Source: an optimization exercise on an open RTL-to-GDS flow (aim: small area and a short achievable clock period). Production flows keep margins and buffers that such runs may drop. For this run, only the layout was checked, not whether the RTL still works.

<file path="run.sh">
#!/bin/bash
# synth_recipe.tcl (not shown) runs the flow's synth.tcl, then flattens the netlist and writes it again
# the make line also repeats each setting of config.mk as NAME=value (left out here)
make -C /OpenROAD-flow-scripts/flow DESIGN_CONFIG=/design/flow/config.mk WORK_HOME=/design/flow/orfs CLKGATE_MAP_FILE= SYNTH_SCRIPT=/design/flow/synth_recipe.tcl finish
</file>
<file path="config.mk">
export PLATFORM = sky130hd
export DESIGN_NAME = LIFSIM
export DESIGN_NICKNAME = LIFSIM
export VERILOG_FILES = /design/flow/design.v
export SDC_FILE = /design/flow/constraint.sdc
export NUM_CORES = 4
export LEC_CHECK = 0
export ABC_CLOCK_PERIOD_IN_PS = 2500
export CAP_MARGIN = 20
export CORE_MARGIN = 2
export CORE_UTILIZATION = 60
export SLEW_MARGIN = 20
</file>
<file path="constraint.sdc">
create_clock -name core_clock -period 7.0 [get_ports {clk}]
set_input_delay 1.4000 -clock core_clock [delete_from_list [all_inputs] [get_ports {clk}]]
set_output_delay 1.4000 -clock core_clock [all_outputs]
set_load 0.01 [all_outputs]
</file>
<file path="design.v">
module LIFSIM (
    input  wire        clk,
    input  wire        reset,
    input  wire [15:0] I_app,
    input  wire [15:0] I_fb,
    output wire [15:0] V_mem,
    output wire [15:0] V_out,
    output wire [15:0] U_leak,
    output wire [31:0] dU_dt,
    output wire [31:0] dV_dt
);
    reg [15:0] u_r;      
    reg [15:0] du_r;     
    reg [15:0] v_r;      
    reg [15:0] dv_r;     
    reg        fire_r;   
    reg        spk_r;    
    wire n1 = I_app[0] ^ I_fb[0];
    wire n2 = n1 ^ du_r[0];
    wire n3 = I_app[0] & I_fb[0];
    wire n4 = I_app[0] | I_fb[0];
    wire n5 = du_r[0] & n4;
    wire n6 = n3 | n5;
    wire n7 = I_app[1] ^ I_fb[1];
    wire n8 = n7 ^ du_r[1];
    wire n9 = I_app[1] & I_fb[1];
    wire n10 = I_app[1] | I_fb[1];
    wire n11 = du_r[1] & n10;
    wire n12 = n9 | n11;
    wire n13 = I_app[2] ^ I_fb[2];
    wire n14 = n13 ^ du_r[2];
    wire n15 = I_app[2] & I_fb[2];
    wire n16 = I_app[2] | I_fb[2];
    wire n17 = du_r[2] & n16;
    wire n18 = n15 | n17;
    wire n19 = I_app[3] ^ I_fb[3];
    wire n20 = n19 ^ du_r[3];
    wire n21 = I_app[3] & I_fb[3];
    wire n22 = I_app[3] | I_fb[3];
    wire n23 = du_r[3] & n22;
    wire n24 = n21 | n23;
    wire n25 = I_app[4] ^ I_fb[4];
    wire n26 = n25 ^ du_r[4];
    wire n27 = I_app[4] & I_fb[4];
    wire n28 = I_app[4] | I_fb[4];
    wire n29 = du_r[4] & n28;
    wire n30 = n27 | n29;
    wire n31 = I_app[5] ^ I_fb[5];
    wire n32 = n31 ^ du_r[5];
    wire n33 = I_app[5] & I_fb[5];
    wire n34 = I_app[5] | I_fb[5];
    wire n35 = du_r[5] & n34;
    wire n36 = n33 | n35;
    wire n37 = I_app[6] ^ I_fb[6];
    wire n38 = n37 ^ du_r[6];
    wire n39 = I_app[6] & I_fb[6];
    wire n40 = I_app[6] | I_fb[6];
    wire n41 = du_r[6] & n40;
    wire n42 = n39 | n41;
    wire n43 = I_app[7] ^ I_fb[7];
    wire n44 = n43 ^ du_r[7];
    wire n45 = I_app[7] & I_fb[7];
    wire n46 = I_app[7] | I_fb[7];
    wire n47 = du_r[7] & n46;
    wire n48 = n45 | n47;
    wire n49 = I_app[8] ^ I_fb[8];
    wire n50 = n49 ^ du_r[8];
    wire n51 = I_app[8] & I_fb[8];
    wire n52 = I_app[8] | I_fb[8];
    wire n53 = du_r[8] & n52;
    wire n54 = n51 | n53;
    wire n55 = I_app[9] ^ I_fb[9];
    wire n56 = n55 ^ du_r[9];
    wire n57 = I_app[9] & I_fb[9];
    wire n58 = I_app[9] | I_fb[9];
    wire n59 = du_r[9] & n58;
    wire n60 = n57 | n59;
    wire n61 = I_app[10] ^ I_fb[10];
    wire n62 = n61 ^ du_r[10];
    wire n63 = I_app[10] & I_fb[10];
    wire n64 = I_app[10] | I_fb[10];
    wire n65 = du_r[10] & n64;
    wire n66 = n63 | n65;
    wire n67 = I_app[11] ^ I_fb[11];
    wire n68 = n67 ^ du_r[11];
    wire n69 = I_app[11] & I_fb[11];
    wire n70 = I_app[11] | I_fb[11];
    wire n71 = du_r[11] & n70;
    wire n72 = n69 | n71;
    wire n73 = I_app[12] ^ I_fb[12];
    wire n74 = n73 ^ du_r[12];
    wire n75 = I_app[12] & I_fb[12];
    wire n76 = I_app[12] | I_fb[12];
    wire n77 = du_r[12] & n76;
    wire n78 = n75 | n77;
    wire n79 = I_app[13] ^ I_fb[13];
    wire n80 = n79 ^ du_r[13];
    wire n81 = I_app[13] & I_fb[13];
    wire n82 = I_app[13] | I_fb[13];
    wire n83 = du_r[13] & n82;
    wire n84 = n81 | n83;
    wire n85 = I_app[14] ^ I_fb[14];
    wire n86 = n85 ^ du_r[14];
    wire n87 = I_app[14] & I_fb[14];
    wire n88 = I_app[14] | I_fb[14];
    wire n89 = du_r[14] & n88;
    wire n90 = n87 | n89;
    wire n91 = I_app[15] ^ I_fb[15];
    wire n92 = n91 ^ du_r[15];
    wire n93 = I_app[15] & I_fb[15];
    wire n94 = I_app[15] | I_fb[15];
    wire n95 = du_r[15] & n94;
    wire n96 = n93 | n95;
    wire n97 = n8 ^ n6;
    wire n98 = n8 & n6;
    wire n99 = n14 ^ n12;
    wire n100 = n14 & n12;
    wire n101 = n20 ^ n18;
    wire n102 = n20 & n18;
    wire n103 = n26 ^ n24;
    wire n104 = n26 & n24;
    wire n105 = n32 ^ n30;
    wire n106 = n32 & n30;
    wire n107 = n38 ^ n36;
    wire n108 = n38 & n36;
    wire n109 = n44 ^ n42;
    wire n110 = n44 & n42;
    wire n111 = n50 ^ n48;
    wire n112 = n50 & n48;
    wire n113 = n56 ^ n54;
    wire n114 = n56 & n54;
    wire n115 = n62 ^ n60;
    wire n116 = n62 & n60;
    wire n117 = n68 ^ n66;
    wire n118 = n68 & n66;
    wire n119 = n74 ^ n72;
    wire n120 = n74 & n72;
    wire n121 = n80 ^ n78;
    wire n122 = n80 & n78;
    wire n123 = n86 ^ n84;
    wire n124 = n86 & n84;
    wire n125 = n92 ^ n90;
    wire n126 = n92 & n90;
    wire n127 = n97 & n2;
    wire n128 = n101 & n100;
    wire n129 = n102 | n128;
    wire n130 = n101 & n99;
    wire n131 = n105 & n104;
    wire n132 = n106 | n131;
    wire n133 = n105 & n103;
    wire n134 = n109 & n108;
    wire n135 = n110 | n134;
    wire n136 = n109 & n107;
    wire n137 = n113 & n112;
    wire n138 = n114 | n137;
    wire n139 = n113 & n111;
    wire n140 = n117 & n116;
    wire n141 = n118 | n140;
    wire n142 = n117 & n115;
    wire n143 = n121 & n120;
    wire n144 = n122 | n143;
    wire n145 = n121 & n119;
    wire n146 = n125 & n124;
    wire n147 = n126 | n146;
    wire n148 = n125 & n123;
    wire n149 = n130 & n98;
    wire n150 = n129 | n149;
    wire n151 = n130 & n127;
    wire n152 = n136 & n132;
    wire n153 = n135 | n152;
    wire n154 = n136 & n133;
    wire n155 = n142 & n138;
    wire n156 = n141 | n155;
    wire n157 = n142 & n139;
    wire n158 = n148 & n144;
    wire n159 = n147 | n158;
    wire n160 = n148 & n145;
    wire n161 = n154 & n150;
    wire n162 = n153 | n161;
    wire n163 = n154 & n151;
    wire n164 = n160 & n156;
    wire n165 = n159 | n164;
    wire n166 = n160 & n157;
    wire n167 = n166 & n162;
    wire n168 = n165 | n167;
    wire n169 = n166 & n163;
    wire n170 = n157 & n162;
    wire n171 = n156 | n170;
    wire n172 = n157 & n163;
    wire n173 = n133 & n150;
    wire n174 = n132 | n173;
    wire n175 = n133 & n151;
    wire n176 = n139 & n162;
    wire n177 = n138 | n176;
    wire n178 = n139 & n163;
    wire n179 = n145 & n171;
    wire n180 = n144 | n179;
    wire n181 = n145 & n172;
    wire n182 = n99 & n98;
    wire n183 = n100 | n182;
    wire n184 = n99 & n127;
    wire n185 = n103 & n150;
    wire n186 = n104 | n185;
    wire n187 = n103 & n151;
    wire n188 = n107 & n174;
    wire n189 = n108 | n188;
    wire n190 = n107 & n175;
    wire n191 = n111 & n162;
    wire n192 = n112 | n191;
    wire n193 = n111 & n163;
    wire n194 = n115 & n177;
    wire n195 = n116 | n194;
    wire n196 = n115 & n178;
    wire n197 = n119 & n171;
    wire n198 = n120 | n197;
    wire n199 = n119 & n172;
    wire n200 = n123 & n180;
    wire n201 = n124 | n200;
    wire n202 = n123 & n181;
    wire n203 = n99 ^ n98;
    wire n204 = n101 ^ n183;
    wire n205 = n103 ^ n150;
    wire n206 = n105 ^ n186;
    wire n207 = n107 ^ n174;
    wire n208 = n109 ^ n189;
    wire n209 = n111 ^ n162;
    wire n210 = n113 ^ n192;
    wire n211 = n115 ^ n177;
    wire n212 = n117 ^ n195;
    wire n213 = n119 ^ n171;
    wire n214 = n121 ^ n198;
    wire n215 = n123 ^ n180;
    wire n216 = n125 ^ n201;
    wire n217 = u_r[1] & u_r[0];
    wire n218 = u_r[1] & u_r[0];
    wire n219 = u_r[2] & n218;
    wire n220 = u_r[2] & u_r[1];
    wire n221 = u_r[4] & u_r[3];
    wire n222 = u_r[6] & u_r[5];
    wire n223 = u_r[8] & u_r[7];
    wire n224 = u_r[10] & u_r[9];
    wire n225 = u_r[12] & u_r[11];
    wire n226 = u_r[14] & u_r[13];
    wire n227 = u_r[3] & n219;
    wire n228 = u_r[3] & n220;
    wire n229 = n221 & n219;
    wire n230 = n221 & n220;
    wire n231 = u_r[7] & n222;
    wire n232 = n223 & n222;
    wire n233 = u_r[11] & n224;
    wire n234 = n225 & n224;
    wire n235 = u_r[15] & n226;
    wire n236 = u_r[5] & n229;
    wire n237 = u_r[5] & n230;
    wire n238 = n222 & n229;
    wire n239 = n222 & n230;
    wire n240 = n231 & n229;
    wire n241 = n231 & n230;
    wire n242 = n232 & n229;
    wire n243 = n232 & n230;
    wire n244 = u_r[13] & n234;
    wire n245 = n226 & n234;
    wire n246 = n235 & n234;
    wire n247 = u_r[9] & n242;
    wire n248 = u_r[9] & n243;
    wire n249 = n224 & n242;
    wire n250 = n224 & n243;
    wire n251 = n233 & n242;
    wire n252 = n233 & n243;
    wire n253 = n234 & n242;
    wire n254 = n234 & n243;
    wire n255 = n244 & n242;
    wire n256 = n244 & n243;
    wire n257 = n245 & n242;
    wire n258 = n245 & n243;
    wire n259 = n246 & n242;
    wire n260 = n246 & n243;
    wire n261 = u_r[1] ^ u_r[0];
    wire n262 = u_r[2] ^ n218;
    wire n263 = u_r[3] ^ n219;
    wire n264 = u_r[4] ^ n227;
    wire n265 = u_r[5] ^ n229;
    wire n266 = u_r[6] ^ n236;
    wire n267 = u_r[7] ^ n238;
    wire n268 = u_r[8] ^ n240;
    wire n269 = u_r[9] ^ n242;
    wire n270 = u_r[10] ^ n247;
    wire n271 = u_r[11] ^ n249;
    wire n272 = u_r[12] ^ n251;
    wire n273 = u_r[13] ^ n253;
    wire n274 = u_r[14] ^ n255;
    wire n275 = u_r[15] ^ n257;
    wire n276 = u_r[0] ^ dv_r[0];
    wire n277 = u_r[0] & dv_r[0];
    wire n278 = u_r[1] ^ dv_r[1];
    wire n279 = u_r[1] & dv_r[1];
    wire n280 = u_r[2] ^ dv_r[2];
    wire n281 = u_r[2] & dv_r[2];
    wire n282 = u_r[3] ^ dv_r[3];
    wire n283 = u_r[3] & dv_r[3];
    wire n284 = u_r[4] ^ dv_r[4];
    wire n285 = u_r[4] & dv_r[4];
    wire n286 = u_r[5] ^ dv_r[5];
    wire n287 = u_r[5] & dv_r[5];
    wire n288 = u_r[6] ^ dv_r[6];
    wire n289 = u_r[6] & dv_r[6];
    wire n290 = u_r[7] ^ dv_r[7];
    wire n291 = u_r[7] & dv_r[7];
    wire n292 = u_r[8] ^ dv_r[8];
    wire n293 = u_r[8] & dv_r[8];
    wire n294 = u_r[9] ^ dv_r[9];
    wire n295 = u_r[9] & dv_r[9];
    wire n296 = u_r[10] ^ dv_r[10];
    wire n297 = u_r[10] & dv_r[10];
    wire n298 = u_r[11] ^ dv_r[11];
    wire n299 = u_r[11] & dv_r[11];
    wire n300 = u_r[12] ^ dv_r[12];
    wire n301 = u_r[12] & dv_r[12];
    wire n302 = u_r[13] ^ dv_r[13];
    wire n303 = u_r[13] & dv_r[13];
    wire n304 = u_r[14] ^ dv_r[14];
    wire n305 = u_r[14] & dv_r[14];
    wire n306 = u_r[15] ^ dv_r[15];
    wire n307 = u_r[15] & dv_r[15];
    wire n308 = n278 & n277;
    wire n309 = n279 | n308;
    wire n310 = n278 & n276;
    wire n311 = n282 & n281;
    wire n312 = n283 | n311;
    wire n313 = n282 & n280;
    wire n314 = n286 & n285;
    wire n315 = n287 | n314;
    wire n316 = n286 & n284;
    wire n317 = n290 & n289;
    wire n318 = n291 | n317;
    wire n319 = n290 & n288;
    wire n320 = n294 & n293;
    wire n321 = n295 | n320;
    wire n322 = n294 & n292;
    wire n323 = n298 & n297;
    wire n324 = n299 | n323;
    wire n325 = n298 & n296;
    wire n326 = n302 & n301;
    wire n327 = n303 | n326;
    wire n328 = n302 & n300;
    wire n329 = n306 & n305;
    wire n330 = n307 | n329;
    wire n331 = n306 & n304;
    wire n332 = n313 & n309;
    wire n333 = n312 | n332;
    wire n334 = n313 & n310;
    wire n335 = n319 & n315;
    wire n336 = n318 | n335;
    wire n337 = n319 & n316;
    wire n338 = n325 & n321;
    wire n339 = n324 | n338;
    wire n340 = n325 & n322;
    wire n341 = n331 & n327;
    wire n342 = n330 | n341;
    wire n343 = n331 & n328;
    wire n344 = n337 & n333;
    wire n345 = n336 | n344;
    wire n346 = n337 & n334;
    wire n347 = n343 & n339;
    wire n348 = n342 | n347;
    wire n349 = n343 & n340;
    wire n350 = n349 & n345;
    wire n351 = n348 | n350;
    wire n352 = n349 & n346;
    wire n353 = n340 & n345;
    wire n354 = n339 | n353;
    wire n355 = n340 & n346;
    wire n356 = n316 & n333;
    wire n357 = n315 | n356;
    wire n358 = n316 & n334;
    wire n359 = n322 & n345;
    wire n360 = n321 | n359;
    wire n361 = n322 & n346;
    wire n362 = n328 & n354;
    wire n363 = n327 | n362;
    wire n364 = n328 & n355;
    wire n365 = n280 & n309;
    wire n366 = n281 | n365;
    wire n367 = n280 & n310;
    wire n368 = n284 & n333;
    wire n369 = n285 | n368;
    wire n370 = n284 & n334;
    wire n371 = n288 & n357;
    wire n372 = n289 | n371;
    wire n373 = n288 & n358;
    wire n374 = n292 & n345;
    wire n375 = n293 | n374;
    wire n376 = n292 & n346;
    wire n377 = n296 & n360;
    wire n378 = n297 | n377;
    wire n379 = n296 & n361;
    wire n380 = n300 & n354;
    wire n381 = n301 | n380;
    wire n382 = n300 & n355;
    wire n383 = n304 & n363;
    wire n384 = n305 | n383;
    wire n385 = n304 & n364;
    wire n386 = n278 ^ n277;
    wire n387 = n280 ^ n309;
    wire n388 = n282 ^ n366;
    wire n389 = n284 ^ n333;
    wire n390 = n286 ^ n369;
    wire n391 = n288 ^ n357;
    wire n392 = n290 ^ n372;
    wire n393 = n292 ^ n345;
    wire n394 = n294 ^ n375;
    wire n395 = n296 ^ n360;
    wire n396 = n298 ^ n378;
    wire n397 = n300 ^ n354;
    wire n398 = n302 ^ n381;
    wire n399 = n304 ^ n363;
    wire n400 = n306 ^ n384;
    wire n401 = ~v_r[0];
    wire n402 = ~v_r[1];
    wire n403 = ~v_r[2];
    wire n404 = ~v_r[3];
    wire n405 = ~v_r[4];
    wire n406 = ~v_r[5];
    wire n407 = ~v_r[6];
    wire n408 = ~v_r[7];
    wire n409 = ~v_r[8];
    wire n410 = ~v_r[9];
    wire n411 = ~v_r[10];
    wire n412 = ~v_r[11];
    wire n413 = ~v_r[12];
    wire n414 = ~v_r[13];
    wire n415 = ~v_r[14];
    wire n416 = ~v_r[15];
    wire n417 = n411 ^ n409;
    wire n418 = n411 & n409;
    wire n419 = n412 ^ n410;
    wire n420 = n419 ^ n409;
    wire n421 = n412 & n410;
    wire n422 = n412 | n410;
    wire n423 = n409 & n422;
    wire n424 = n421 | n423;
    wire n425 = n406 ^ n405;
    wire n426 = n406 & n405;
    wire n427 = n413 ^ n411;
    wire n428 = n427 ^ n410;
    wire n429 = n413 & n411;
    wire n430 = n413 | n411;
    wire n431 = n410 & n430;
    wire n432 = n429 | n431;
    wire n433 = n407 ^ n406;
    wire n434 = n407 & n406;
    wire n435 = n414 ^ n412;
    wire n436 = n435 ^ n411;
    wire n437 = n414 & n412;
    wire n438 = n414 | n412;
    wire n439 = n411 & n438;
    wire n440 = n437 | n439;
    wire n441 = n408 ^ n407;
    wire n442 = n408 & n407;
    wire n443 = n415 ^ n413;
    wire n444 = n443 ^ n412;
    wire n445 = n415 & n413;
    wire n446 = n415 | n413;
    wire n447 = n412 & n446;
    wire n448 = n445 | n447;
    wire n449 = n409 ^ n408;
    wire n450 = n409 & n408;
    wire n451 = n416 ^ n414;
    wire n452 = n451 ^ n413;
    wire n453 = n416 & n414;
    wire n454 = n416 | n414;
    wire n455 = n413 & n454;
    wire n456 = n453 | n455;
    wire n457 = n410 ^ n409;
    wire n458 = n410 & n409;
    wire n459 = v_r[0] ^ n415;
    wire n460 = n459 ^ n414;
    wire n461 = v_r[0] & n415;
    wire n462 = v_r[0] | n415;
    wire n463 = n414 & n462;
    wire n464 = n461 | n463;
    wire n465 = n411 ^ n410;
    wire n466 = n411 & n410;
    wire n467 = v_r[1] ^ n416;
    wire n468 = n467 ^ n415;
    wire n469 = v_r[1] & n416;
    wire n470 = v_r[1] | n416;
    wire n471 = n415 & n470;
    wire n472 = n469 | n471;
    wire n473 = n412 ^ n411;
    wire n474 = n412 & n411;
    wire n475 = v_r[2] ^ n416;
    wire n476 = n475 ^ n413;
    wire n477 = v_r[2] & n416;
    wire n478 = v_r[2] | n416;
    wire n479 = n413 & n478;
    wire n480 = n477 | n479;
    wire n481 = n412 ^ n409;
    wire n482 = n412 & n409;
    wire n483 = v_r[3] ^ n414;
    wire n484 = v_r[3] & n414;
    wire n485 = v_r[4] ^ n415;
    wire n486 = v_r[4] & n415;
    wire n487 = v_r[5] ^ n416;
    wire n488 = v_r[5] & n416;
    wire n489 = n407 ^ n405;
    wire n490 = n407 & n405;
    wire n491 = n408 ^ n406;
    wire n492 = n491 ^ n405;
    wire n493 = n408 & n406;
    wire n494 = n408 | n406;
    wire n495 = n405 & n494;
    wire n496 = n493 | n495;
    wire n497 = n402 ^ n401;
    wire n498 = n402 & n401;
    wire n499 = n409 ^ n407;
    wire n500 = n499 ^ n406;
    wire n501 = n409 & n407;
    wire n502 = n409 | n407;
    wire n503 = n406 & n502;
    wire n504 = n501 | n503;
    wire n505 = n403 ^ n402;
    wire n506 = n403 & n402;
    wire n507 = n410 ^ n408;
    wire n508 = n507 ^ n407;
    wire n509 = n410 & n408;
    wire n510 = n410 | n408;
    wire n511 = n407 & n510;
    wire n512 = n509 | n511;
    wire n513 = n404 ^ n403;
    wire n514 = n404 & n403;
    wire n515 = n408 ^ n405;
    wire n516 = n515 ^ n404;
    wire n517 = n408 & n405;
    wire n518 = n408 | n405;
    wire n519 = n404 & n518;
    wire n520 = n517 | n519;
    wire n521 = ~n401;
    wire n522 = n521 ^ n417;
    wire n523 = n401 | n417;
    wire n524 = n402 ^ n401;
    wire n525 = ~n524;
    wire n526 = n402 | n401;
    wire n527 = n418 ^ n420;
    wire n528 = n527 ^ n425;
    wire n529 = n418 & n420;
    wire n530 = n418 | n420;
    wire n531 = n425 & n530;
    wire n532 = n529 | n531;
    wire n533 = n403 ^ n402;
    wire n534 = n533 ^ n424;
    wire n535 = n403 & n402;
    wire n536 = n403 | n402;
    wire n537 = n424 & n536;
    wire n538 = n535 | n537;
    wire n539 = n426 ^ n428;
    wire n540 = n539 ^ n433;
    wire n541 = n426 & n428;
    wire n542 = n426 | n428;
    wire n543 = n433 & n542;
    wire n544 = n541 | n543;
    wire n545 = n404 ^ n403;
    wire n546 = n545 ^ n432;
    wire n547 = n404 & n403;
    wire n548 = n404 | n403;
    wire n549 = n432 & n548;
    wire n550 = n547 | n549;
    wire n551 = n434 ^ n436;
    wire n552 = n551 ^ n441;
    wire n553 = n434 & n436;
    wire n554 = n434 | n436;
    wire n555 = n441 & n554;
    wire n556 = n553 | n555;
    wire n557 = n405 ^ n404;
    wire n558 = n557 ^ n440;
    wire n559 = n405 & n404;
    wire n560 = n405 | n404;
    wire n561 = n440 & n560;
    wire n562 = n559 | n561;
    wire n563 = n442 ^ n444;
    wire n564 = n563 ^ n449;
    wire n565 = n442 & n444;
    wire n566 = n442 | n444;
    wire n567 = n449 & n566;
    wire n568 = n565 | n567;
    wire n569 = n406 ^ n405;
    wire n570 = n569 ^ n448;
    wire n571 = n406 & n405;
    wire n572 = n406 | n405;
    wire n573 = n448 & n572;
    wire n574 = n571 | n573;
    wire n575 = n450 ^ n452;
    wire n576 = n575 ^ n457;
    wire n577 = n450 & n452;
    wire n578 = n450 | n452;
    wire n579 = n457 & n578;
    wire n580 = n577 | n579;
    wire n581 = n407 ^ n406;
    wire n582 = n581 ^ n456;
    wire n583 = n407 & n406;
    wire n584 = n407 | n406;
    wire n585 = n456 & n584;
    wire n586 = n583 | n585;
    wire n587 = n458 ^ n460;
    wire n588 = n587 ^ n465;
    wire n589 = n458 & n460;
    wire n590 = n458 | n460;
    wire n591 = n465 & n590;
    wire n592 = n589 | n591;
    wire n593 = n408 ^ n407;
    wire n594 = n593 ^ n464;
    wire n595 = n408 & n407;
    wire n596 = n408 | n407;
    wire n597 = n464 & n596;
    wire n598 = n595 | n597;
    wire n599 = n466 ^ n468;
    wire n600 = n599 ^ n473;
    wire n601 = n466 & n468;
    wire n602 = n466 | n468;
    wire n603 = n473 & n602;
    wire n604 = n601 | n603;
    wire n605 = ~n408;
    wire n606 = n605 ^ n472;
    wire n607 = n408 | n472;
    wire n608 = n474 ^ n476;
    wire n609 = n608 ^ n481;
    wire n610 = n474 & n476;
    wire n611 = n474 | n476;
    wire n612 = n481 & n611;
    wire n613 = n610 | n612;
    wire n614 = n413 ^ n410;
    wire n615 = n614 ^ n409;
    wire n616 = n413 & n410;
    wire n617 = n413 | n410;
    wire n618 = n409 & n617;
    wire n619 = n616 | n618;
    wire n620 = n480 ^ n482;
    wire n621 = n620 ^ n483;
    wire n622 = n480 & n482;
    wire n623 = n480 | n482;
    wire n624 = n483 & n623;
    wire n625 = n622 | n624;
    wire n626 = n414 ^ n411;
    wire n627 = n626 ^ n410;
    wire n628 = n414 & n411;
    wire n629 = n414 | n411;
    wire n630 = n410 & n629;
    wire n631 = n628 | n630;
    wire n632 = ~n484;
    wire n633 = n632 ^ n485;
    wire n634 = n484 | n485;
    wire n635 = n415 ^ n412;
    wire n636 = n635 ^ n411;
    wire n637 = n415 & n412;
    wire n638 = n415 | n412;
    wire n639 = n411 & n638;
    wire n640 = n637 | n639;
    wire n641 = ~n486;
    wire n642 = n641 ^ n487;
    wire n643 = n486 | n487;
    wire n644 = v_r[6] ^ n416;
    wire n645 = n644 ^ n413;
    wire n646 = v_r[6] & n416;
    wire n647 = v_r[6] | n416;
    wire n648 = n413 & n647;
    wire n649 = n646 | n648;
    wire n650 = n412 ^ n488;
    wire n651 = n412 & n488;
    wire n652 = v_r[7] ^ n414;
    wire n653 = v_r[7] & n414;
    wire n654 = v_r[8] ^ n415;
    wire n655 = v_r[8] & n415;
    wire n656 = v_r[9] ^ n416;
    wire n657 = v_r[9] & n416;
    wire n658 = n404 ^ n402;
    wire n659 = n404 & n402;
    wire n660 = n405 ^ n403;
    wire n661 = n405 & n403;
    wire n662 = n406 ^ n404;
    wire n663 = n406 & n404;
    wire n664 = n404 ^ n401;
    wire n665 = ~n664;
    wire n666 = n404 | n401;
    wire n667 = ~n490;
    wire n668 = n667 ^ n492;
    wire n669 = n490 | n492;
    wire n670 = n496 ^ n498;
    wire n671 = n670 ^ n500;
    wire n672 = n496 & n498;
    wire n673 = n496 | n498;
    wire n674 = n500 & n673;
    wire n675 = n672 | n674;
    wire n676 = n504 ^ n506;
    wire n677 = n676 ^ n508;
    wire n678 = n504 & n506;
    wire n679 = n504 | n506;
    wire n680 = n508 & n679;
    wire n681 = n678 | n680;
    wire n682 = n512 ^ n514;
    wire n683 = n682 ^ n516;
    wire n684 = n512 & n514;
    wire n685 = n512 | n514;
    wire n686 = n516 & n685;
    wire n687 = n684 | n686;
    wire n688 = n520 ^ n523;
    wire n689 = n688 ^ n525;
    wire n690 = n520 & n523;
    wire n691 = n520 | n523;
    wire n692 = n525 & n691;
    wire n693 = n690 | n692;
    wire n694 = n526 ^ n532;
    wire n695 = n694 ^ n534;
    wire n696 = n526 & n532;
    wire n697 = n526 | n532;
    wire n698 = n534 & n697;
    wire n699 = n696 | n698;
    wire n700 = n538 ^ n544;
    wire n701 = n700 ^ n546;
    wire n702 = n538 & n544;
    wire n703 = n538 | n544;
    wire n704 = n546 & n703;
    wire n705 = n702 | n704;
    wire n706 = n550 ^ n556;
    wire n707 = n706 ^ n558;
    wire n708 = n550 & n556;
    wire n709 = n550 | n556;
    wire n710 = n558 & n709;
    wire n711 = n708 | n710;
    wire n712 = n562 ^ n568;
    wire n713 = n712 ^ n570;
    wire n714 = n562 & n568;
    wire n715 = n562 | n568;
    wire n716 = n570 & n715;
    wire n717 = n714 | n716;
    wire n718 = n574 ^ n580;
    wire n719 = n718 ^ n582;
    wire n720 = n574 & n580;
    wire n721 = n574 | n580;
    wire n722 = n582 & n721;
    wire n723 = n720 | n722;
    wire n724 = n586 ^ n592;
    wire n725 = n724 ^ n594;
    wire n726 = n586 & n592;
    wire n727 = n586 | n592;
    wire n728 = n594 & n727;
    wire n729 = n726 | n728;
    wire n730 = n598 ^ n604;
    wire n731 = n730 ^ n606;
    wire n732 = n598 & n604;
    wire n733 = n598 | n604;
    wire n734 = n606 & n733;
    wire n735 = n732 | n734;
    wire n736 = n607 ^ n613;
    wire n737 = n736 ^ n615;
    wire n738 = n607 & n613;
    wire n739 = n607 | n613;
    wire n740 = n615 & n739;
    wire n741 = n738 | n740;
    wire n742 = n619 ^ n625;
    wire n743 = n742 ^ n627;
    wire n744 = n619 & n625;
    wire n745 = n619 | n625;
    wire n746 = n627 & n745;
    wire n747 = n744 | n746;
    wire n748 = n631 ^ n634;
    wire n749 = n748 ^ n636;
    wire n750 = n631 & n634;
    wire n751 = n631 | n634;
    wire n752 = n636 & n751;
    wire n753 = n750 | n752;
    wire n754 = n640 ^ n643;
    wire n755 = n754 ^ n645;
    wire n756 = n640 & n643;
    wire n757 = n640 | n643;
    wire n758 = n645 & n757;
    wire n759 = n756 | n758;
    wire n760 = n413 ^ n649;
    wire n761 = n760 ^ n651;
    wire n762 = n413 & n649;
    wire n763 = n413 | n649;
    wire n764 = n651 & n763;
    wire n765 = n762 | n764;
    wire n766 = ~n414;
    wire n767 = n766 ^ n653;
    wire n768 = n414 | n653;
    wire n769 = ~n415;
    wire n770 = n769 ^ n655;
    wire n771 = n415 | n655;
    wire n772 = v_r[10] ^ n416;
    wire n773 = v_r[10] & n416;
    wire n774 = n403 ^ n401;
    wire n775 = n403 & n401;
    wire n776 = ~n401;
    wire n777 = n776 ^ n658;
    wire n778 = n401 | n658;
    wire n779 = n402 ^ n659;
    wire n780 = n779 ^ n660;
    wire n781 = n402 & n659;
    wire n782 = n402 | n659;
    wire n783 = n660 & n782;
    wire n784 = n781 | n783;
    wire n785 = n403 ^ n661;
    wire n786 = n785 ^ n662;
    wire n787 = n403 & n661;
    wire n788 = n403 | n661;
    wire n789 = n662 & n788;
    wire n790 = n787 | n789;
    wire n791 = n489 ^ n663;
    wire n792 = n791 ^ n665;
    wire n793 = n489 & n663;
    wire n794 = n489 | n663;
    wire n795 = n665 & n794;
    wire n796 = n793 | n795;
    wire n797 = n497 ^ n666;
    wire n798 = n797 ^ n668;
    wire n799 = n497 & n666;
    wire n800 = n497 | n666;
    wire n801 = n668 & n800;
    wire n802 = n799 | n801;
    wire n803 = n505 ^ n669;
    wire n804 = n803 ^ n671;
    wire n805 = n505 & n669;
    wire n806 = n505 | n669;
    wire n807 = n671 & n806;
    wire n808 = n805 | n807;
    wire n809 = n513 ^ n675;
    wire n810 = n809 ^ n677;
    wire n811 = n513 & n675;
    wire n812 = n513 | n675;
    wire n813 = n677 & n812;
    wire n814 = n811 | n813;
    wire n815 = n522 ^ n681;
    wire n816 = n815 ^ n683;
    wire n817 = n522 & n681;
    wire n818 = n522 | n681;
    wire n819 = n683 & n818;
    wire n820 = n817 | n819;
    wire n821 = n528 ^ n687;
    wire n822 = n821 ^ n689;
    wire n823 = n528 & n687;
    wire n824 = n528 | n687;
    wire n825 = n689 & n824;
    wire n826 = n823 | n825;
    wire n827 = n540 ^ n693;
    wire n828 = n827 ^ n695;
    wire n829 = n540 & n693;
    wire n830 = n540 | n693;
    wire n831 = n695 & n830;
    wire n832 = n829 | n831;
    wire n833 = n552 ^ n699;
    wire n834 = n833 ^ n701;
    wire n835 = n552 & n699;
    wire n836 = n552 | n699;
    wire n837 = n701 & n836;
    wire n838 = n835 | n837;
    wire n839 = n564 ^ n705;
    wire n840 = n839 ^ n707;
    wire n841 = n564 & n705;
    wire n842 = n564 | n705;
    wire n843 = n707 & n842;
    wire n844 = n841 | n843;
    wire n845 = n576 ^ n711;
    wire n846 = n845 ^ n713;
    wire n847 = n576 & n711;
    wire n848 = n576 | n711;
    wire n849 = n713 & n848;
    wire n850 = n847 | n849;
    wire n851 = n588 ^ n717;
    wire n852 = n851 ^ n719;
    wire n853 = n588 & n717;
    wire n854 = n588 | n717;
    wire n855 = n719 & n854;
    wire n856 = n853 | n855;
    wire n857 = n600 ^ n723;
    wire n858 = n857 ^ n725;
    wire n859 = n600 & n723;
    wire n860 = n600 | n723;
    wire n861 = n725 & n860;
    wire n862 = n859 | n861;
    wire n863 = n609 ^ n729;
    wire n864 = n863 ^ n731;
    wire n865 = n609 & n729;
    wire n866 = n609 | n729;
    wire n867 = n731 & n866;
    wire n868 = n865 | n867;
    wire n869 = n621 ^ n735;
    wire n870 = n869 ^ n737;
    wire n871 = n621 & n735;
    wire n872 = n621 | n735;
    wire n873 = n737 & n872;
    wire n874 = n871 | n873;
    wire n875 = n633 ^ n741;
    wire n876 = n875 ^ n743;
    wire n877 = n633 & n741;
    wire n878 = n633 | n741;
    wire n879 = n743 & n878;
    wire n880 = n877 | n879;
    wire n881 = n642 ^ n747;
    wire n882 = n881 ^ n749;
    wire n883 = n642 & n747;
    wire n884 = n642 | n747;
    wire n885 = n749 & n884;
    wire n886 = n883 | n885;
    wire n887 = n650 ^ n753;
    wire n888 = n887 ^ n755;
    wire n889 = n650 & n753;
    wire n890 = n650 | n753;
    wire n891 = n755 & n890;
    wire n892 = n889 | n891;
    wire n893 = n652 ^ n759;
    wire n894 = n893 ^ n761;
    wire n895 = n652 & n759;
    wire n896 = n652 | n759;
    wire n897 = n761 & n896;
    wire n898 = n895 | n897;
    wire n899 = n654 ^ n765;
    wire n900 = n899 ^ n767;
    wire n901 = n654 & n765;
    wire n902 = n654 | n765;
    wire n903 = n767 & n902;
    wire n904 = n901 | n903;
    wire n905 = n656 ^ n768;
    wire n906 = n905 ^ n770;
    wire n907 = n656 & n768;
    wire n908 = n656 | n768;
    wire n909 = n770 & n908;
    wire n910 = n907 | n909;
    wire n911 = n657 ^ n771;
    wire n912 = n911 ^ n772;
    wire n913 = n657 & n771;
    wire n914 = n657 | n771;
    wire n915 = n772 & n914;
    wire n916 = n913 | n915;
    wire n917 = v_r[11] ^ n773;
    wire n918 = v_r[11] & n773;
    wire n919 = ~v_r[12];
    wire n920 = ~v_r[13];
    wire n921 = ~v_r[14];
    wire n922 = ~v_r[15];
    wire n923 = ~n774;
    wire n924 = n775 ^ n777;
    wire n925 = n775 & n777;
    wire n926 = n778 ^ n780;
    wire n927 = n778 & n780;
    wire n928 = n784 ^ n786;
    wire n929 = n784 & n786;
    wire n930 = n790 ^ n792;
    wire n931 = n790 & n792;
    wire n932 = n796 ^ n798;
    wire n933 = n796 & n798;
    wire n934 = n802 ^ n804;
    wire n935 = n802 & n804;
    wire n936 = n808 ^ n810;
    wire n937 = n808 & n810;
    wire n938 = n814 ^ n816;
    wire n939 = n814 & n816;
    wire n940 = n820 ^ n822;
    wire n941 = n820 & n822;
    wire n942 = n826 ^ n828;
    wire n943 = n826 & n828;
    wire n944 = n832 ^ n834;
    wire n945 = n832 & n834;
    wire n946 = n838 ^ n840;
    wire n947 = n838 & n840;
    wire n948 = n844 ^ n846;
    wire n949 = n844 & n846;
    wire n950 = n850 ^ n852;
    wire n951 = n850 & n852;
    wire n952 = n856 ^ n858;
    wire n953 = n856 & n858;
    wire n954 = n862 ^ n864;
    wire n955 = n862 & n864;
    wire n956 = n868 ^ n870;
    wire n957 = n868 & n870;
    wire n958 = n874 ^ n876;
    wire n959 = n874 & n876;
    wire n960 = n880 ^ n882;
    wire n961 = n880 & n882;
    wire n962 = n886 ^ n888;
    wire n963 = n886 & n888;
    wire n964 = n892 ^ n894;
    wire n965 = n892 & n894;
    wire n966 = n898 ^ n900;
    wire n967 = n898 & n900;
    wire n968 = n904 ^ n906;
    wire n969 = n904 & n906;
    wire n970 = n910 ^ n912;
    wire n971 = n910 & n912;
    wire n972 = n916 ^ n917;
    wire n973 = n916 & n917;
    wire n974 = n918 ^ n919;
    wire n975 = n918 & n919;
    wire n976 = v_r[12] ^ n920;
    wire n977 = v_r[12] & n920;
    wire n978 = v_r[13] ^ n921;
    wire n979 = v_r[13] & n921;
    wire n980 = v_r[14] ^ n922;
    wire n981 = v_r[14] & n922;
    wire n982 = n402 & n401;
    wire n983 = n924 & n774;
    wire n984 = n925 | n983;
    wire n985 = n924 & n923;
    wire n986 = n928 & n927;
    wire n987 = n929 | n986;
    wire n988 = n928 & n926;
    wire n989 = n932 & n931;
    wire n990 = n933 | n989;
    wire n991 = n932 & n930;
    wire n992 = n936 & n935;
    wire n993 = n937 | n992;
    wire n994 = n936 & n934;
    wire n995 = n940 & n939;
    wire n996 = n941 | n995;
    wire n997 = n940 & n938;
    wire n998 = n944 & n943;
    wire n999 = n945 | n998;
    wire n1000 = n944 & n942;
    wire n1001 = n948 & n947;
    wire n1002 = n949 | n1001;
    wire n1003 = n948 & n946;
    wire n1004 = n952 & n951;
    wire n1005 = n953 | n1004;
    wire n1006 = n952 & n950;
    wire n1007 = n956 & n955;
    wire n1008 = n957 | n1007;
    wire n1009 = n956 & n954;
    wire n1010 = n960 & n959;
    wire n1011 = n961 | n1010;
    wire n1012 = n960 & n958;
    wire n1013 = n964 & n963;
    wire n1014 = n965 | n1013;
    wire n1015 = n964 & n962;
    wire n1016 = n968 & n967;
    wire n1017 = n969 | n1016;
    wire n1018 = n968 & n966;
    wire n1019 = n972 & n971;
    wire n1020 = n973 | n1019;
    wire n1021 = n972 & n970;
    wire n1022 = n976 & n975;
    wire n1023 = n977 | n1022;
    wire n1024 = n976 & n974;
    wire n1025 = n980 & n979;
    wire n1026 = n981 | n1025;
    wire n1027 = n980 & n978;
    wire n1028 = n985 & n982;
    wire n1029 = n991 & n987;
    wire n1030 = n990 | n1029;
    wire n1031 = n991 & n988;
    wire n1032 = n997 & n993;
    wire n1033 = n996 | n1032;
    wire n1034 = n997 & n994;
    wire n1035 = n1003 & n999;
    wire n1036 = n1002 | n1035;
    wire n1037 = n1003 & n1000;
    wire n1038 = n1009 & n1005;
    wire n1039 = n1008 | n1038;
    wire n1040 = n1009 & n1006;
    wire n1041 = n1015 & n1011;
    wire n1042 = n1014 | n1041;
    wire n1043 = n1015 & n1012;
    wire n1044 = n1021 & n1017;
    wire n1045 = n1020 | n1044;
    wire n1046 = n1021 & n1018;
    wire n1047 = n1027 & n1023;
    wire n1048 = n1026 | n1047;
    wire n1049 = n1027 & n1024;
    wire n1050 = n1031 & n984;
    wire n1051 = n1030 | n1050;
    wire n1052 = n1031 & n1028;
    wire n1053 = n1037 & n1033;
    wire n1054 = n1036 | n1053;
    wire n1055 = n1037 & n1034;
    wire n1056 = n1043 & n1039;
    wire n1057 = n1042 | n1056;
    wire n1058 = n1043 & n1040;
    wire n1059 = n1049 & n1045;
    wire n1060 = n1048 | n1059;
    wire n1061 = n1049 & n1046;
    wire n1062 = n1055 & n1051;
    wire n1063 = n1054 | n1062;
    wire n1064 = n1055 & n1052;
    wire n1065 = n1061 & n1057;
    wire n1066 = n1060 | n1065;
    wire n1067 = n1061 & n1058;
    wire n1068 = n1067 & n1063;
    wire n1069 = n1066 | n1068;
    wire n1070 = n1067 & n1064;
    wire n1071 = n1058 & n1063;
    wire n1072 = n1057 | n1071;
    wire n1073 = n1058 & n1064;
    wire n1074 = n1034 & n1051;
    wire n1075 = n1033 | n1074;
    wire n1076 = n1034 & n1052;
    wire n1077 = n1040 & n1063;
    wire n1078 = n1039 | n1077;
    wire n1079 = n1040 & n1064;
    wire n1080 = n1046 & n1072;
    wire n1081 = n1045 | n1080;
    wire n1082 = n1046 & n1073;
    wire n1083 = n988 & n984;
    wire n1084 = n987 | n1083;
    wire n1085 = n988 & n1028;
    wire n1086 = n994 & n1051;
    wire n1087 = n993 | n1086;
    wire n1088 = n994 & n1052;
    wire n1089 = n1000 & n1075;
    wire n1090 = n999 | n1089;
    wire n1091 = n1000 & n1076;
    wire n1092 = n1006 & n1063;
    wire n1093 = n1005 | n1092;
    wire n1094 = n1006 & n1064;
    wire n1095 = n1012 & n1078;
    wire n1096 = n1011 | n1095;
    wire n1097 = n1012 & n1079;
    wire n1098 = n1018 & n1072;
    wire n1099 = n1017 | n1098;
    wire n1100 = n1018 & n1073;
    wire n1101 = n1024 & n1081;
    wire n1102 = n1023 | n1101;
    wire n1103 = n1024 & n1082;
    wire n1104 = n923 & n982;
    wire n1105 = n926 & n984;
    wire n1106 = n927 | n1105;
    wire n1107 = n926 & n1028;
    wire n1108 = n930 & n1084;
    wire n1109 = n931 | n1108;
    wire n1110 = n930 & n1085;
    wire n1111 = n934 & n1051;
    wire n1112 = n935 | n1111;
    wire n1113 = n934 & n1052;
    wire n1114 = n938 & n1087;
    wire n1115 = n939 | n1114;
    wire n1116 = n938 & n1088;
    wire n1117 = n942 & n1075;
    wire n1118 = n943 | n1117;
    wire n1119 = n942 & n1076;
    wire n1120 = n946 & n1090;
    wire n1121 = n947 | n1120;
    wire n1122 = n946 & n1091;
    wire n1123 = n950 & n1063;
    wire n1124 = n951 | n1123;
    wire n1125 = n950 & n1064;
    wire n1126 = n954 & n1093;
    wire n1127 = n955 | n1126;
    wire n1128 = n954 & n1094;
    wire n1129 = n958 & n1078;
    wire n1130 = n959 | n1129;
    wire n1131 = n958 & n1079;
    wire n1132 = n962 & n1096;
    wire n1133 = n963 | n1132;
    wire n1134 = n962 & n1097;
    wire n1135 = n966 & n1072;
    wire n1136 = n967 | n1135;
    wire n1137 = n966 & n1073;
    wire n1138 = n970 & n1099;
    wire n1139 = n971 | n1138;
    wire n1140 = n970 & n1100;
    wire n1141 = n974 & n1081;
    wire n1142 = n975 | n1141;
    wire n1143 = n974 & n1082;
    wire n1144 = n978 & n1102;
    wire n1145 = n979 | n1144;
    wire n1146 = n978 & n1103;
    wire n1147 = n924 ^ n774;
    wire n1148 = n926 ^ n984;
    wire n1149 = n928 ^ n1106;
    wire n1150 = n930 ^ n1084;
    wire n1151 = n932 ^ n1109;
    wire n1152 = n934 ^ n1051;
    wire n1153 = n936 ^ n1112;
    wire n1154 = n938 ^ n1087;
    wire n1155 = n940 ^ n1115;
    wire n1156 = n942 ^ n1075;
    wire n1157 = n944 ^ n1118;
    wire n1158 = n946 ^ n1090;
    wire n1159 = n948 ^ n1121;
    wire n1160 = n950 ^ n1063;
    wire n1161 = n952 ^ n1124;
    wire n1162 = n954 ^ n1093;
    wire n1163 = n956 ^ n1127;
    wire n1164 = n958 ^ n1078;
    wire n1165 = n960 ^ n1130;
    wire n1166 = n962 ^ n1096;
    wire n1167 = n964 ^ n1133;
    wire n1168 = n966 ^ n1072;
    wire n1169 = n968 ^ n1136;
    wire n1170 = n970 ^ n1099;
    wire n1171 = n972 ^ n1139;
    wire n1172 = n974 ^ n1081;
    wire n1173 = n976 ^ n1142;
    wire n1174 = n978 ^ n1102;
    wire n1175 = n980 ^ n1145;
    wire [15:0] u_n  = {n216, n215, n214, n213, n212, n211, n210, n209, n208, n207, n206, n205, n204, n203, n97, n2};
    wire [15:0] du_n = {n259, n275, n274, n273, n272, n271, n270, n269, n268, n267, n266, n265, n264, n263, n262, n261};
    wire [15:0] v_n  = {n400, n399, n398, n397, n396, n395, n394, n393, n392, n391, n390, n389, n388, n387, n386, n276};
    wire [15:0] dv_n = {n1175, n1174, n1173, n1172, n1171, n1170, n1169, n1168, n1167, n1166, n1165, n1164, n1163, n1162, n1161, n1160};
    always @(posedge clk) begin
        if (reset) begin
            u_r    <= 16'd0;
            du_r   <= 16'd0;
            v_r    <= 16'd0;
            dv_r   <= 16'd0;
            fire_r <= 1'b0;
            spk_r  <= 1'b0;
        end else begin
            u_r    <= u_n;
            du_r   <= du_n;
            fire_r <= $signed(v_r) >= 16'sd3277;
            spk_r  <= fire_r;
            if (fire_r) begin
                v_r  <= 16'd0;
                dv_r <= 16'd0;
            end else begin
                v_r  <= v_n;
                dv_r <= dv_n;
            end
        end
    end
    assign V_mem  = v_r;
    assign V_out  = {15'd0, spk_r};
    assign U_leak = u_r;
    assign dU_dt  = {16'd0, du_r};
    assign dV_dt  = {16'd0, dv_r};
endmodule
</file>
==> metrics.md <==
| Metric | Value |
|---|---|
| Detailed Routing Iterations Pass 1 | `21` |
| Diode count | `0` |
| Worst Path Required | `7200 ps` |
| Initial detailed-routing violation count | `163` |
| Hold path startpoint | `fire_r` |
| Reg2Reg Depth | `17` |
| Top cell type's share of synthesized area | `29.55%` |
| RSZ-0062 raised after global routing | `no` |
| Buf+Inv Stages, Crit Path | `3` |
| Worst path cell trace | `inv_1 -> fa_1 -> inv_1 -> fa_1 -> fa_1 -> fa_1 -> inv_1 -> ha_1 -> nand4_2 -> nor3_2 -> o2111ai_1 -> a211oi_2 -> nor2_1 -> o31a_1 -> fa_1 -> xnor2_1 -> nor2_1` |
| Gr ovfl total | `0` |
| Num CTS Buffers | `9` |
| Crit path kind | `reg -> reg` |
| Detailed-route wire length | `15080 um` |
| Reg-to-Reg Start | `v_r[12]` |
| Maxcap violations | `0` |
| Layout Cells excl Fill | `949` |
| Final WS setup | `1887 ps` |
| Area grow syn2layout | `17.27%` |
| Die X | `112.9 um` |
| Seq cells post-synth | `66` |
| Die Height | `112.9 um` |
| Initial antenna violation count | `0` |
| All-Layer GR Usage | `25.58%` |
| Status | `timing/DRC/antenna clean` |
| I/O Pins | `146` |
| Syn avg cell area | `10.09 um2` |
| Core box area | `11520 um2` |
| Min-Delay Path Class | `reg -> reg` |
| Via count | `4831` |
| Final Hold Slack | `478.4 ps` |
| Share of cells above drive strength 1 | `2.978%` |
| # DRC | `0` |
| H-tree depth | `3` |
| Per-cell routed wire length | `15.89 um` |
| Layout Nets | `1048` |
| WHS Endpoint | `spk_r` |
| Die area | `12740 um2` |
| Detail Placement HPWL | `12810 um` |
| CTS tree | `done` |
| Initial Utilization | `61.78%` |
| CP max stage cell | `fa_1` |
| Final Hold Fails | `0` |
| Clock skew | `11.58 ps` |
| Critical path's top delay family | `adder cells` |
| Rows | `39` |
| DR vias/cell | `5.091` |
| Setup-failing EPs final | `0` |
| Post-CTS Resized | `0` |
| Final GP Congestion | `0.9408` |
| Sink Count | `66` |
| Period minus WS final | `5113 ps` |
| CTS Root Cell | `clkbuf_16` |
| Synth area leaders | `fa_1, ha_1, dfxtp_1` |
| Main synth FF type | `dfxtp_1` |
| Fillers | `903` |
| Hold buffers post-CTS | `0` |
| Crit path launch type | `flip-flop` |
| Most frequent cell on the critical path | `fa_1` |
| Area leader, netlist | `fa_1` |
| Worst Max-Slew Pin Slew | `695.6 ps` |
| Setup TNS Final | `0 ps` |
| Reg2Reg Setup Slack | `1890 ps` |
| Synth Cell Area | `7114 um2` |
| Crit-path max cell delay | `600 ps` |
| Final period util | `73.05%` |
| Setup Buffers After CTS | `0` |
| Worst Setup Slack post-DPL | `1876 ps` |
| Async SR Flop Fraction | `0%` |
| Post-synth EDFFs | `0` |
| Maximum root-to-sink buffer count | `2` |
| Clock Pin Slew Worst Setup and Hold Paths | `50 ps` |
| Most common cell after layout, fill and taps aside | `inv_1` |
| Worst-Skew Late Latency | `320 ps` |
| Final Max Slew Viols | `0` |
| Slew HR | `53.45%` |
| IO buf count | `98` |
| Worst EP arrival | `5310 ps` |
| Vias in the first global route | `5211` |
| Warnings, synthesis | `1` |
| Worst r2r dst | `dv_r[15]` |
| Final ANT Viol Nets | `0` |
| Hold depth | `1` |
| DP Cell Count | `934` |
| First-pass GRT wire length | `25500 um` |
| Most frequent cells in the layout | `inv_1, ha_1, fa_1` |
| Post-synthesis cell count | `705` |
| Sequential area share after synthesis | `18.57%` |
| Largest net degree at the start of global routing | `37` |
| Crit Path Max Fanout | `8` |
| Unique masters post-synth | `42` |
| Critical path endpoint category | `flip-flop` |
| Fmax achieved | `0.1956 GHz` |
==> registers in the layout, summed over array words and instances, names as in the netlist <==
register  cells
v_r          16
spk_r         1
fire_r        1
u_r          16
du_r         16
dv_r         16
==> final cells by class <==
type                       instances  area [um2]  area share (%)
clock buffer                      13       270.3           3.239
clock inverter                     2       35.03          0.4199
inverter                         140       525.5           6.299
multi-input combinational        486        5024           60.21
sequential                        66        1321           15.84
tap                              143       178.9           2.145
timing repair buffer              99       988.4           11.85
==> synthesized netlist by cell type, types with 11 or more instances <==
master and number:
dfxtp_1 66, ha_1 107, nor2_1 47, xor2_1 12, buf_4 52, a21o_1 14, inv_1 140, and2_1 16
nor2b_1 16, nand2_1 12, o21ai_0 11, a21oi_1 20, fa_1 105, xnor2_1 28
==> cells by family after synthesis <==
logic type                 Yosys count  synth area share [%]
xor gates and xnor gates            40                 4.924
other                                1               0.05271
AOI/OAI and AO/OA                   65                 6.050
and+or+nand+nor                    122                 8.794
adders and majority gates          212                 48.36
buffers and inverters              199                 13.24
DFF                                 66                 18.57
==> worst max-delay path by stage <==
stage                     startpoint        to  slack [ps]  cells past startpoint
after floorplan              v_r[12]  dv_r[15]        2180                     17
after global placement       v_r[12]  dv_r[15]        2010                     17
after detailed placement     v_r[12]  dv_r[15]        1880                     17
after CTS                    v_r[12]  dv_r[15]        1860                     17
after global routing         v_r[12]  dv_r[15]        1570                     17
final                        v_r[12]  dv_r[15]        1890                     17
==> routing by layer <==
layer	track usage (%)	part of all wire, %	vias to the layer above
li1	-	-	2284
met1	32.41	42	2372
met2	44.94	51	151
met3	5.731	5.2	24
met4	6.098	2.0	0
met5	0	0	-
==> stage by stage <==
stage | util (%) | instance area, um2
2_1_floorplan | - | 7287
3_3_place_gp | 69.80 | 8038
3_5_place_dp | 69.80 | 8038
4_1_cts | 72.45 | 8343
5_1_grt | 72.45 | 8343
6_report | 72.45 | 8343

-- what the ideal ports hide --
The flow's constraints put no driver on any port. The routed layout listed below was extracted and timed again, unchanged, in two steps. Step 1: set_driving_cell puts a clkbuf_16 on clk and a buf_2 on each other input, an assumption about the parent block. Step 2 adds t to the input delays and takes it off the output delays; t is the mean of the earliest and latest rising clock arrival at the registers after step 1. Input paths then give back, and output paths get back, about the clock's delay inside the block. a / b / c = no drivers / after step 1 / after step 2; a / b = the first two.
t (ns): 0.353
setup slack, ns: 1.887 / 1.887 / 1.887
worst data-port slew with drivers (ns): 0.04
cell pins on the clock port's net: 1
After both steps this run still meets setup and hold. The setup slack of this run moves by 0.000 ns with the drivers and by 0.000 ns with both steps.
